From an optimization exercise on the open Yosys and OpenROAD flow, aimed at small area; shortcuts taken in it are not production practice.
Only simulation tests tie the RTL to the original design; equivalence was not proved.
Power and IR drop assume default switching activity.

// UART_TOP
module UART_TOP #(parameter DATA_WIDTH = 8, ACC_SIZE = 32, FCW = 9895605
    )
    (   output      logic                       data_rdy_o, data_err_o, serial_o, busy_o,
        output      logic   [DATA_WIDTH-1:0]    rcvr_data_o,
        input  wire logic                       serial_i, start_tx_i, clk_i, rst_i, data_rdy_clr_i, data_err_clr_i,
        input  wire logic   [DATA_WIDTH-1:0]    xmit_data_i
    );
    localparam logic [ACC_SIZE-1:0] FCW_V = FCW;
    logic [ACC_SIZE:0]   acc;
    logic [ACC_SIZE:0]   acc_c;
    logic [ACC_SIZE-1:0] acc_s;
    logic                baud, baud_q;
    always_comb begin
        acc_c[0] = 1'b0;
        for (int i = 0; i < ACC_SIZE; i++) begin
            acc_s[i]   = acc[i] ^ FCW_V[i] ^ acc_c[i];
            acc_c[i+1] = FCW_V[i] ? (acc[i] | acc_c[i]) : (acc[i] & acc_c[i]);
        end
    end
    always_ff @(posedge clk_i) begin
        if (rst_i) begin
            acc    <= '0;
            baud   <= 1'b0;
            baud_q <= 1'b0;
        end else begin
            acc    <= {acc_c[ACC_SIZE], acc_s};
            baud   <= baud ^ acc[ACC_SIZE];
            baud_q <= baud;
        end
    end
    wire baud_fedg = baud_q & ~baud;
    wire baud_redg = ~baud_q & baud;
    logic       s0, s1, s2, ser;
    logic [5:0] dcnt;
    always_ff @(posedge clk_i) begin
        s0 <= serial_i;
        s1 <= s0;
    end
    always_ff @(posedge clk_i) begin
        if (rst_i) begin
            s2   <= 1'b0;
            dcnt <= '0;
            ser  <= 1'b1;
        end else begin
            s2 <= s1;
            if (s1 ^ s2)           dcnt <= '0;
            else if (dcnt == 6'd46) ser  <= s2;
            else                   dcnt <= dcnt + 6'd1;
        end
    end
    localparam logic [4:0] R_IDLE  = 5'b00000,
                           R_POST  = 5'b00001,    
                           R_START = 5'b00010,
                           R_STOP  = 5'b00100,
                           R_STOP2 = 5'b00101,
                           R_ERR   = 5'b00110,
                           R_EOM   = 5'b01000,
                           R_EOME  = 5'b01001,    
                           R_READ  = 5'b10000,
                           R_READ8 = 5'b11000;
    logic [4:0]            rs, rs_n;
  ...
Size in the first run: ~26 I/O pins, ~0.0030 sq mm of cells after synthesis.
==> flow/config.mk <==
export PLATFORM = sky130hd
export DESIGN_NAME = UART_TOP
export DESIGN_NICKNAME = UART_TOP
export VERILOG_FILES = /design/flow/design.v
export SDC_FILE = /design/flow/constraint.sdc
export NUM_CORES = 4
export LEC_CHECK = 0
export CAP_MARGIN = 20
export CORE_MARGIN = 2
export CORE_UTILIZATION = 40
export SLEW_MARGIN = 20
==> flow/constraint.sdc <==
create_clock -name core_clock -period 10.0 [get_ports {clk_i}]
set_input_delay 2.0000 -clock core_clock [delete_from_list [all_inputs] [get_ports {clk_i}]]
set_output_delay 2.0000 -clock core_clock [all_outputs]
set_load 0.01 [all_outputs]
standard.sh (not shown) runs the stock make flow with config.mk's settings and CLKGATE_MAP_FILE= SYNTH_SCRIPT=/design/flow/synth_recipe.tcl, a recipe that flattens the netlist after the stock synthesis.
==> flow/flow/run.sh <==
#!/bin/bash
# Standard ORFS layout (the standard.sh) with three changes:
#  - ABC maps for area (flow/abc_area.script) instead of ORFS's delay script,
#    and Yosys does not pre-map half/full adders (ADDER_MAP_FILE empty);
#  - ports are buffered with the smallest buffer, buf_1.
# Each tool's full output is kept: make's in flow_make.log, ORFS's per-step
# logs under orfs/logs/.
set -euo pipefail
W=$PWD
rm -rf "$W/scripts_mod"
cp -r "$FLOW_HOME/scripts" "$W/scripts_mod"
cp "$W/flow/abc_area.script" "$W/scripts_mod/abc_speed.script"
export SCRIPTS_DIR="$W/scripts_mod"
export ADDER_MAP_FILE=
export CTS_ARGS="-sink_clustering_enable -repair_clock_nets -dont_use_dummy_load -buf_list {sky130_fd_sc_hd__clkbuf_4 sky130_fd_sc_hd__clkbuf_8} -sink_clustering_size 30 -sink_clustering_max_diameter 200"
export BUFFER_PORTS_ARGS="-buffer_cell sky130_fd_sc_hd__buf_1"
bash "$W/standard.sh" > "$W/flow_make.log" 2>&1
==> flow/flow/abc_area.script <==
strash
&get -n
&fraig -x
&put
scorr
dc2
dch -f
amap
The baseline ran to the end with no violations.
Change:
==> flow/run.sh (new file) <==
#!/bin/bash
# synth_recipe.tcl (not shown) runs the flow's synth.tcl, then flattens the netlist and writes it again
# the make line also repeats each setting of config.mk as NAME=value (left out here)
make -C /OpenROAD-flow-scripts/flow DESIGN_CONFIG=/design/flow/config.mk WORK_HOME=/design/flow/orfs CLKGATE_MAP_FILE= SYNTH_SCRIPT=/design/flow/synth_recipe.tcl finish
removed: flow/flow/run.sh
removed: flow/flow/abc_area.script
removed: flow/standard.sh
Routed wire length grows by 21%. Design area grows by 24%. Core utilization went down by 0.29 points. Critical path depth climbs by 9. Global-route usage barely changes. Non-clock buffer count stays the same. Worst setup slack is worse by 990 ps. Combinational power rises to 2.5 times its value. Die area is higher by 21%. Sequential share of layout area shrinks by 10 points. Total power went up by 44%.

* * *

== run A ==
Starting RTL as in the previous note.
clock: 10.0 ns
lec_check: 0
cap_margin: 20
core_margin: 2
core_utilization: 40
slew_margin: 20
==> flow/flow/run.sh <==
#!/bin/bash
# Standard ORFS layout (the standard.sh) with three changes:
#  - ABC maps for area (flow/abc_area.script) instead of ORFS's delay script,
#    and Yosys does not pre-map half/full adders (ADDER_MAP_FILE empty);
#  - ports are buffered with the smallest buffer, buf_1.
# Each tool's full output is kept: make's in flow_make.log, ORFS's per-step
# logs under orfs/logs/.
set -euo pipefail
W=$PWD
rm -rf "$W/scripts_mod"
cp -r "$FLOW_HOME/scripts" "$W/scripts_mod"
cp "$W/flow/abc_area.script" "$W/scripts_mod/abc_speed.script"
export SCRIPTS_DIR="$W/scripts_mod"
export ADDER_MAP_FILE=
export CTS_ARGS="-sink_clustering_enable -repair_clock_nets -dont_use_dummy_load"
export BUFFER_PORTS_ARGS="-buffer_cell sky130_fd_sc_hd__buf_1"
bash "$W/standard.sh" > "$W/flow_make.log" 2>&1
==> flow/flow/abc_area.script <==
strash
&get -n
&fraig -x
&put
scorr
dc2
dch -f
amap
diff inputs: run A => run B
--- a/flow/flow/run.sh
+++ b/flow/flow/run.sh
@@ -14,3 +14,3 @@
 export ADDER_MAP_FILE=
-export CTS_ARGS="-sink_clustering_enable -repair_clock_nets -dont_use_dummy_load"
+export CTS_ARGS="-sink_clustering_enable -repair_clock_nets -dont_use_dummy_load -root_buf sky130_fd_sc_hd__clkbuf_8 -buf_list {sky130_fd_sc_hd__clkbuf_2 sky130_fd_sc_hd__clkbuf_4} -sink_clustering_size 20"
 export BUFFER_PORTS_ARGS="-buffer_cell sky130_fd_sc_hd__buf_1"
==> comparison <==
Every stage of the flow completed for run B, and the final layout passed the timing, DRC and antenna checks. Diff run A..run B | portion of total power attributed to the clock network | negligible. On share of cells above drive strength 1, run A tracks run B almost exactly. Run B and run A ended up with roughly the same switching power share of the total. Reported for run B and run A, placement row count turned out identical to the last digit. Comparing run B against run A, there is no change at all in DRC violation count after routing.
Here is what was changed in the inputs of run C compared with run B.
--- a/flow/flow/run.sh
+++ b/flow/flow/run.sh
@@ -14,3 +14,3 @@
 export ADDER_MAP_FILE=
-export CTS_ARGS="-sink_clustering_enable -repair_clock_nets -dont_use_dummy_load -root_buf sky130_fd_sc_hd__clkbuf_8 -buf_list {sky130_fd_sc_hd__clkbuf_2 sky130_fd_sc_hd__clkbuf_4} -sink_clustering_size 20"
+export CTS_ARGS="-sink_clustering_enable -repair_clock_nets -dont_use_dummy_load -buf_list {sky130_fd_sc_hd__clkbuf_4}"
 export BUFFER_PORTS_ARGS="-buffer_cell sky130_fd_sc_hd__buf_1"
==> comparison <==
Per the comparison of run C with run B, fraction of final layout cells sized beyond drive strength 1 ~0 delta, met1 global-route usage decreased 0.26 points, peak supply drop moved down, via total after detailed routing decreased by 13 relative to the old numbers.
The higher power came out of run B.
Between run B and run C, the flow reports met2 routed wirelength increasing by a few percent.
Compared with run B, run C shows a higher share of the final layout cell area in multi-input gates.
Status | run B and run C | clean
diff inputs: run C => run D
--- a/flow/flow/run.sh
+++ b/flow/flow/run.sh
@@ -14,3 +14,2 @@
 export ADDER_MAP_FILE=
-export CTS_ARGS="-sink_clustering_enable -repair_clock_nets -dont_use_dummy_load -buf_list {sky130_fd_sc_hd__clkbuf_4}"
 export BUFFER_PORTS_ARGS="-buffer_cell sky130_fd_sc_hd__buf_1"
### Flow results
Run D: all stages complete, timing, DRC and antenna checks passed. Wire length on met2 (lower): run C. As far as number of diodes added for antenna fixing goes, run D and run C are indistinguishable; the numbers are identical. Going from run C to run D, fmax shrinks by 0.0014 GHz. Worst vdd rail ir drop, run D vs run C: up by more than half. When run D is set beside run C, its area overhead of the layout relative to synthesis turns out to be 4.7 points larger. Comparing the two runs side by side, run D comes out behind run C on routed wire length. Compared with run C, in run D setup slack of the worst register-to-register path shrank by 40 ps; core utilization shows an increase of 2.0 points; final non-filler cell total climbed about 1.5%.

[port drivers added, routing unchanged]
The results above use ideal ports. As a check the final layouts listed here were re-extracted and re-timed, cells and wires unchanged.
Step 1 (the two cells are an assumption about what drives the block):
set clk [get_ports {clk_i}]
set_driving_cell -lib_cell sky130_fd_sc_hd__clkbuf_16 $clk
set_driving_cell -lib_cell sky130_fd_sc_hd__buf_2 [delete_from_list [all_inputs] $clk]
Step 2 adds t to the input delays and takes it off the output delays; t is the mean of the earliest and latest rising clock arrival at the registers after step 1. Input paths then give back, and output paths get back, about the clock's delay inside the block.
Three values: no drivers, after step 1, after step 2; two values: the first two.
run	t (ns)	setup slack, ns	clock arrival spread, ns	worst data-port slew with drivers (ns)
the first run of note 1	0.361	4.921 / 4.921 / 4.921	0.015 / 0.015	0.03
the second run of note 1	0.371	3.930 / 3.930 / 3.930	0.014 / 0.014	0.03
run A	0.361	4.921 / 4.921 / 4.921	0.015 / 0.015	0.03
run B	0.361	4.921 / 4.921 / 4.921	0.015 / 0.015	0.03
run C	0.410	4.918 / 4.918 / 4.918	0.027 / 0.027	0.03
run D	0.362	4.881 / 4.881 / 4.881	0.006 / 0.005	0.03
After both steps setup and hold are still met in every run listed.
